This is an optimization exercise on Yosys and OpenROAD, whose aim is small area, not a production implementation.
Only simulation tests tie the RTL to the original design; equivalence was not proved.
No activity file was given, so power comes from the tool's default toggle rates.

JK:
==> flow/design.v (excerpt) <==
module usb_endpoint
(
    input logic clk,
    input logic n_rst,
    input logic hsel,
    input logic [3:0] haddr,
    input logic [1:0] htrans,
    input logic [1:0] hsize,
    input logic hwrite,
    input logic [31:0] hwdata,
    input logic dplus_in,
    input logic dminus_in,
    output logic [31:0] hrdata,
    output logic hresp,
    output logic hready,
    output logic d_mode,
    output logic dplus_out,
    output logic dminus_out
);
    logic rx_data_ready, rx_transfer_active, tx_transfer_active, rx_error, flush;
    logic pid_in, pid_out, pid_ack, pid_nak;
    logic [6:0] buffer_occupancy;
    logic [7:0] rx_data, tx_data, tx_packet_data, rcv_data;
    logic get_rx_data, store_tx_data, clear, tx_error, get_tx_packet_data, store_rx_packet_data;
    logic [3:0] tx_packet;
    logic [63:0][7:0] mem, mem_d;
    fifo_storage STORAGE (.clk(clk), .d(mem_d), .q(mem));
    logic nonseq, err_raw, fifo_addr, rd_cmd;
    assign nonseq = (htrans == 2'b10);
    assign err_raw = (hsize == 2'd3) || (hwrite && haddr >= 4'd4 && haddr <= 4'd8) ||
                     (haddr >= 4'd9 && haddr <= 4'd11) || (haddr >= 4'd14);
    assign fifo_addr = (haddr < 4'd4) && (hsize != 2'd3);
    assign rd_cmd = hsel && !hwrite && nonseq;
    logic [3:0] haddr_f;
    logic hwrite_f, err_f, wr_fifo_f, wr12_f, wr13_f;
    logic [1:0] align_f;
    always_ff @(posedge clk, negedge n_rst) begin
        if (!n_rst) err_f <= 1'b0;
        else err_f <= err_raw;
    end
    always_ff @(posedge clk) begin
        haddr_f <= haddr;
        align_f <= (hsize == 2'd0) ? haddr[1:0] : (hsize == 2'd1) ? {haddr[1], 1'b0} : 2'b00;
        if (!n_rst) begin
            hwrite_f <= 1'b0;
            wr_fifo_f <= 1'b0;
            wr12_f <= 1'b0;
            wr13_f <= 1'b0;
        end
        else begin
  ...
For scale: about 2800 cells after synthesis, about 680 flip-flops, ~0.026 sq mm of cells after synthesis.
clock: 10.0 ns
lec_check: 0
cap_margin: 20
core_margin: 2
core_utilization: 50
slew_margin: 20
synth_hierarchical: 1
standard.sh (not shown) runs the stock make flow with config.mk's settings and CLKGATE_MAP_FILE= SYNTH_SCRIPT=/design/flow/synth_recipe.tcl, a recipe that flattens the netlist after the stock synthesis.
==> flow/flow/run.sh <==
#!/bin/bash
set -euo pipefail
here=$(pwd)
rm -rf "$here/scripts_abc"
cp -r "$FLOW_HOME/scripts" "$here/scripts_abc"
cp "$here/flow/abc_map.script" "$here/scripts_abc/abc_speed.script"
SCRIPTS_DIR="$here/scripts_abc" bash standard.sh synth > "$here/synth.log" 2>&1
export BUFFER_PORTS_ARGS="-buffer_cell sky130_fd_sc_hd__buf_1"
export CTS_ARGS="-sink_clustering_enable -repair_clock_nets -sink_clustering_size 18 -sink_clustering_max_diameter 60 -buf_list sky130_fd_sc_hd__clkbuf_8 -dont_use_dummy_load"
bash standard.sh > "$here/layout.log" 2>&1
==> flow/flow/abc_map.script <==
&get -n
&st
&dch -f
&nf -p -a -F 8 -A 4 -R 1000
&put
topo
stime -c
JK: full flow OK, the timing, design-rule and antenna checks passed
--- input diff JK..MS ---
# JK
export LEC_CHECK = 0
export CAP_MARGIN = 20
export CORE_MARGIN = 2
export CORE_UTILIZATION = 50
export SLEW_MARGIN = 20
export SYNTH_HIERARCHICAL = 1
create_clock -name core_clock -period 10.0 [get_ports {clk}]
# MS
export LEC_CHECK = 0
export CAP_MARGIN = 20
export CORE_MARGIN = 2
export CORE_UTILIZATION = 65
export SLEW_MARGIN = 20
export SYNTH_HIERARCHICAL = 1
create_clock -name core_clock -period 10.0 [get_ports {clk}]
--- a/flow/flow/run.sh
+++ b/flow/flow/run.sh
@@ -9 +9 @@
-export CTS_ARGS="-sink_clustering_enable -repair_clock_nets -sink_clustering_size 18 -sink_clustering_max_diameter 60 -buf_list sky130_fd_sc_hd__clkbuf_8 -dont_use_dummy_load"
+export CTS_ARGS="-sink_clustering_enable -repair_clock_nets -sink_clustering_size 15 -sink_clustering_max_diameter 60 -buf_list sky130_fd_sc_hd__clkbuf_8 -dont_use_dummy_load"
### Flow results
JK ran to completion and came out clean on the timing, design-rule and antenna checks.
MS went all the way through synthesis, placement and routing and the layout is clean on timing, DRC and antenna.
Relative to JK, the final cell area reported for MS is lower.
Compared with JK, MS shows via-per-instance ratio higher by 0.41.
Delta (MS minus JK): final worst slack higher, power density over the cells up 1.6 mW/mm^2, first-iteration DRC count went up, floorplan core area shrank by 23%.
Going from JK to MS, net load switching power decreased 14 uW; overall track demand over capacity in global routing moved up; area used by multi-input combinational logic shows a reduction of 66 sq um; layout overhead on the synthesized area down 1.1 points.
When MS is set beside JK, its sequential fraction of total cell area turns out to be 0.51 points larger.

port drivers added, routing unchanged:
No port has a modelled driver above. Below, the same layouts with a new extraction and two added sets of constraints. Step 1 (the two cells are an assumption about what drives the block):
set clk [get_ports {clk}]
set_driving_cell -lib_cell sky130_fd_sc_hd__clkbuf_16 $clk
set_driving_cell -lib_cell sky130_fd_sc_hd__buf_2 [delete_from_list [all_inputs] $clk]
Step 2 moves the port delays by t, midway between the first and last clock arrival at a register: inputs arrive t later, outputs are due t later. That takes back most of the time a late clock gives input paths. Three values: ideal ports, drivers, drivers and shift; two values: the first two.
run	t, ns	setup slack, ns	worst setup path after step 2	latest minus earliest clock arrival (ns)	cell pins on the clock port's net
JK	0.726	4.158 / 4.130 / 4.130	input to output	0.077 / 0.077	1
MS	0.732	4.171 / 4.143 / 4.143	input to output	0.057 / 0.057	1
After both steps every run listed still meets setup and hold.
